From an optimization exercise on the open Yosys and OpenROAD flow, aimed at small area; shortcuts taken in it are not production practice. Function was not checked in any run shown here: the RTL went through the layout flow alone.

==> flow/design.v, too long to show whole: its modules and the start of the top module <==
// module dct_row: 990 lines
// module dct_col: 1288 lines
// module dct_fa: 4 lines
// module dct_ha: 4 lines
// module xpose_in: 32 lines
// module xpose_out: 34 lines
// module dct2d_core: 28 lines
module dct2d_core(clk, reset, din, dout);
  // ...
==> flow/run.sh <==
#!/bin/bash
# synth_recipe.tcl (not shown) runs the flow's synth.tcl, then flattens the netlist and writes it again
# the make line also repeats each setting of config.mk as NAME=value (left out here)
make -C /OpenROAD-flow-scripts/flow DESIGN_CONFIG=/design/flow/config.mk WORK_HOME=/design/flow/orfs CLKGATE_MAP_FILE= SYNTH_SCRIPT=/design/flow/synth_recipe.tcl finish
==> flow/config.mk <==
export PLATFORM = sky130hd
export DESIGN_NAME = dct2d_core
export DESIGN_NICKNAME = dct2d_core
export VERILOG_FILES = /design/flow/design.v
export SDC_FILE = /design/flow/constraint.sdc
export NUM_CORES = 4
export LEC_CHECK = 0
export CAP_MARGIN = 20
export CORE_MARGIN = 2
export CORE_UTILIZATION = 50
export CTS_BUF_LIST = sky130_fd_sc_hd__clkbuf_2
export GPL_ROUTABILITY_DRIVEN = 1
export PLACE_DENSITY = 0.6
export SLEW_MARGIN = 20
export SYNTH_HIERARCHICAL = 1
==> flow/constraint.sdc <==
create_clock -name core_clock -period 14.0 [get_ports {clk}]
set_input_delay 2.8000 -clock core_clock [delete_from_list [all_inputs] [get_ports {clk}]]
set_output_delay 2.8000 -clock core_clock [all_outputs]
set_load 0.01 [all_outputs]
==> out/results.txt, run 1 <==
status -> complete, no violations
post-synthesis adder-cell area fraction -> 34.4%
Reg2Reg Launch Point -> oh[7]
CTS max path bufs -> 4
DRT iter0 DRCs -> 1545
Setup-failing EPs final -> 0
most frequent cells in the layout -> dfxtp_1 (1549), fa_1 (979), clkbuf_2 (529)
layout buffering overhead excluding clock cells -> 3.52%
Final Core Density -> 55.5%
DRT met1 WL -> 50500 um
biggest regs -> u_xin.l5 (143), u_xin.l4 (132), u_xout.y5 (132)
Biggest Area Class -> registers
TNS Setup -> 0 ns
Non-clk bufs -> 260
Hold Path End -> u_xout.y2[24]
H-tree levels -> 5
register area share after synthesis -> 52.3%
top layer in use -> met5
setup slack at placement -> -0.242 ns
Die Y-Extent -> 349 um
routed vias/inst -> 4.93
Synth Area in Simple Gates -> 1.14%
Top reg by flops -> u_xin.l5
fraction of area in multi-input gates -> 39.2%
I/O pin count -> 162
Tmin final -> 13.65 ns
Worst slew margin -> 29.2%
initial antenna violation count -> 5
Setup Skew -> 0.227 ns
non-filler cells, final -> 6049
vias in the first global route -> 34197
CTS buffer count -> 376
metal3 WL -> 4490 um
final period utilization -> 97.5%
top_reg_cell synth -> dfxtp_1
# clk buffers -> 529
num rows -> 126
==> inputs of run 2 (changes only) <==
--- a/flow/config.mk
+++ b/flow/config.mk
@@ -7,9 +7,9 @@
 export LEC_CHECK = 0
 export CAP_MARGIN = 20
 export CORE_MARGIN = 2
-export CORE_UTILIZATION = 50
-export CTS_BUF_LIST = sky130_fd_sc_hd__clkbuf_2
+export CORE_UTILIZATION = 25
+export CTS_BUF_LIST = sky130_fd_sc_hd__clkbuf_4
 export GPL_ROUTABILITY_DRIVEN = 1
-export PLACE_DENSITY = 0.6
+export PLACE_DENSITY = 0.35
 export SLEW_MARGIN = 20
 export SYNTH_HIERARCHICAL = 1
==> out/results.txt, run 2 <==
most frequent cells in the layout -> dfxtp_1 (1549), fa_1 (972), clkbuf_4 (610) (was dfxtp_1 (1549), fa_1 (979), clkbuf_2 (529))
post-synth top area share -> 52.3% (unchanged)
vias -> 29669 (was 29806)
Crit path required time -> 15.14 ns (was 15.45 ns)
clock latency (worst-skew pair) -> 1.33 ns (was 1.65 ns)
vias in the first global route -> 35045 (was 34197)
initial antenna violation count -> 16 (was 5)
Final Core Density -> 29.3% (was 55.5%)
first drt pass iteration count -> 5 (unchanged)
worst min path class -> reg -> reg (unchanged)
area grow syn2layout -> 16.7% (was 10.1%)
global-route wire length before repair -> 226000 um (was 195000 um)
status -> complete, no violations (unchanged)
num rows -> 179 (was 126)
Clock transition at path regs -> 0.07 ns (was 0.10 ns)
register area share after synthesis -> 52.3% (unchanged)
Hold Path End -> d4[57] (was u_xout.y2[24])
commonest non-fill, non-tap cell in the layout -> dfxtp_1 (unchanged)
Final GP Congestion -> 0.762 (was 0.866)
Critical Path AT -> 14.69 ns (was 15.09 ns)
layout cells sized above 1 -> 18.7% (was 16.7%)
worst reg2reg endpoint -> u_xout.y5[11] (was u_xout.y3[11])
CTS buffer count -> 413 (was 376)
Worst slew margin -> 33.2% (was 29.2%)
CTS max path bufs -> 4 (unchanged)
die footprint -> 242000 um2 (was 122000 um2)
CTS tree -> yes (unchanged)
DRT iter0 DRCs -> 1187 (was 1545)
routed vias/inst -> 3.83 (was 4.93)
hold_buf cts -> 0 (unchanged)
Hold Path Stages -> 0 (unchanged)
Unique masters post-synth -> 35 (unchanged)
critical path launch point type -> flip-flop (unchanged)
gr usage total -> 12.7% (was 21.6%)
root buf cell -> clkbuf_4 (was clkbuf_2)
hold wc startpoint -> d3[57] (was u_xout.y2[12])
Post-route DRC -> 0 (unchanged)
#FFs+latches synth -> 1557 (unchanged)
final slew viol count -> 0 (unchanged)
Final #Nets -> 5413 (was 5359)
PortBufs -> 137 (unchanged)
Worst Setup SP -> oh[0] (was oh[7])
Tmin final -> 13.54 ns (was 13.65 ns)
antenna-violating nets left -> 0 (unchanged)
largest net degree at the start of global routing -> 66 (was 78)
H-tree levels -> 5 (unchanged)
Max stage delay on crit path -> 0.60 ns (was 0.53 ns)
CP max-delay cell -> fa_2 (was fa_1)
WL final -> 150000 um (was 125000 um)
synthesized area per cell -> 15.6 um2 (unchanged)
Syn Inst Count -> 3820 (unchanged)
CTS Sinks -> 1557 (unchanged)
Max Freq -> 0.0738 GHz (was 0.0733 GHz)
max FFs per register -> 143 (unchanged)
most frequent cell after synthesis -> dfxtp_1 (unchanged)
Post-synth EDFFs -> 0 (unchanged)
crit-path max FO -> 11 (was 8)
CP Class -> reg -> reg (unchanged)
mapped cell area -> 59600 um2 (unchanged)
I/O pin count -> 162 (unchanged)
grt total ovfl -> 0 (unchanged)
Die Y-Extent -> 492 um (was 349 um)
largest cells by area after synthesis -> dfxtp_1 (52%), fa_1 (33%), a22oi_1 (5.5%) (unchanged)
crit end category -> flip-flop (unchanged)
Worst-Margin Slew -> 1.00 ns (was 1.06 ns)
final hold violation count -> 0 (unchanged)
RSZ-0062 raised after global routing -> no
Reg2Reg Launch Point -> oh[0] (was oh[7])
Max Cap Violations -> 0 (unchanged)
Setup-failing EPs final -> 0 (unchanged)
die width -> 492 um (was 349 um)
ys async rst share -> 0% (unchanged)
core area -> 237000 um2 (was 118000 um2)
Commonest cells post-synth -> dfxtp_1 (1557), fa_1 (994), a22oi_1 (433), inv_1 (308), buf_4 (130) (unchanged)
Top reg by flops -> u_xin.l5 (unchanged)
DR WL/cell -> 19.3 um (was 20.7 um)
dpl hpwl -> 114000 um (was 95800 um)
final period utilization -> 96.7% (was 97.5%)
Setup Skew -> 0.133 ns (was 0.227 ns)
area leader, netlist -> dfxtp_1 (unchanged)
R2R depth -> 35 (was 41)
CP most frequent cell -> fa_1 (unchanged)
Initial Utilization -> 25.1% (was 50.4%)
reg2reg setup slack -> 0.46 ns (was 0.35 ns)
Ys Warns -> 9 (unchanged)
biggest regs -> u_xin.l5 (143), u_xin.l4 (132), u_xout.y5 (132) (unchanged)
top_reg_cell synth -> dfxtp_1 (unchanged)
run 2: cell counts after synthesis:
Identical to the previous run, type by type.
run 2: stage by stage:
| stage | TNS, ns | hold slack [ns] | cell area [um2] | cells | worst slack [ns] |
|---|---|---|---|---|---|
| finish | 0 | 0.247 | 69500 | 7742 | 0.458 |
| detailed placement | -0.380 | 0.312 | 64300 | 7057 | -0.321 |
| floorplan | 0 | 0.310 | 59600 | 3843 | 0.0454 |
| CTS | 0 | 0.242 | 69400 | 7731 | 0.0196 |
| global placement | -0.399 | 0.310 | 64300 | 7057 | -0.330 |
| global route | 0 | 0.256 | 69500 | 7739 | 0.0129 |
run 2: per-module statistics from Yosys, one instance, submodules excluded:
module      copies in the design  flops+latches  cells inside
xpose_out                      1            606           975
dct2d_core                     1            266           285
dct_fa                       994              0             1
dct_ha                        19              0             1
dct_row                        1              0           209
dct_col                        1              0           250
xpose_in                       1            685          1088
run 2: logic make-up after synthesis:
kind of cell / Yosys count / share of synthesized area [%]
adders and majority gates: 1043 / 34.4
DFF: 1557 / 52.3
muxes: 1 / 0.0168
and+or+nand+nor: 129 / 1.14
AOI/OAI and AO/OA: 546 / 7.02
xor gates and xnor gates: 13 / 0.315
other: 1 / 0.00630
buffers and inverters: 530 / 4.75
run 2: area by class of cell:
cell class / instances / area (um2)
Fill cell: 24215 / 168000
Sequential cell: 1557 / 31200
Tap cell: 3167 / 3960
Clock buffer: 610 / 4580
Clock inverter: 56 / 347
Antenna cell: 10 / 25.0
Timing Repair Buffer: 277 / 2450
Multi-Input combinational cell: 1756 / 25800
Inverter: 309 / 1160
run 2: routing by layer:
metal	GRT usage [%]	wire [um]
met5	0	13
met4	3.98	3220
met1	14.9	61800
met2	22.8	78800
met3	2.73	5910
run 2: how the worst max path moves through the flow:
stage	slack (ns)	endpoint
CTS	0.02	u_xout.y3[11]
floorplan	0.05	u_xout.y3[11]
global placement	-0.33	u_xout.y3[11]
global route	0.01	u_xout.y5[11]
finish	0.46	u_xout.y5[11]
detailed placement	-0.32	u_xout.y3[11]
run 2: timing repair:
action                     in CTS  in global routing
setup endpoints to repair       2                  3
pin swaps                       7                 13
gates resized for setup        15                 21
hold endpoints to repair        0                  0
setup buffers                   8                  1
run 2: worst max-delay path: cells and delay by family, from the launching register on:
kind	cells	cell delay [ns]
xor+xnor	1	0.40
fa+ha+maj	27	11.62
flops	1	0.41
compound gates	1	0.17
simple gates	1	0.13
buf+inv	5	0.67

==> afterwards: timing with drivers on the ports <==
No port has a modelled driver above. Below, the same layouts with a new extraction and two added sets of constraints.
Step 1, drivers: a clkbuf_16 drives clk and a buf_2 each remaining input, both assumed.
Step 2 times the ports against the registers' clock, not the clock port: input delays grow and output delays shrink by t, the midpoint of the rising clock arrivals with the driver on.
Slacks: ideal ports / drivers / drivers and shift; pairs: ideal ports / drivers.
run	t (ns)	setup slack, ns	worst setup path after step 2	worst slew at a driven data input, ns	cell pins on the clock port's net
run 1	1.602	0.355 / 0.355 / 0.355	register to register	0.05	1
run 2	1.349	0.458 / 0.458 / 0.458	register to register	0.06	1
After both steps every run listed still meets setup and hold.
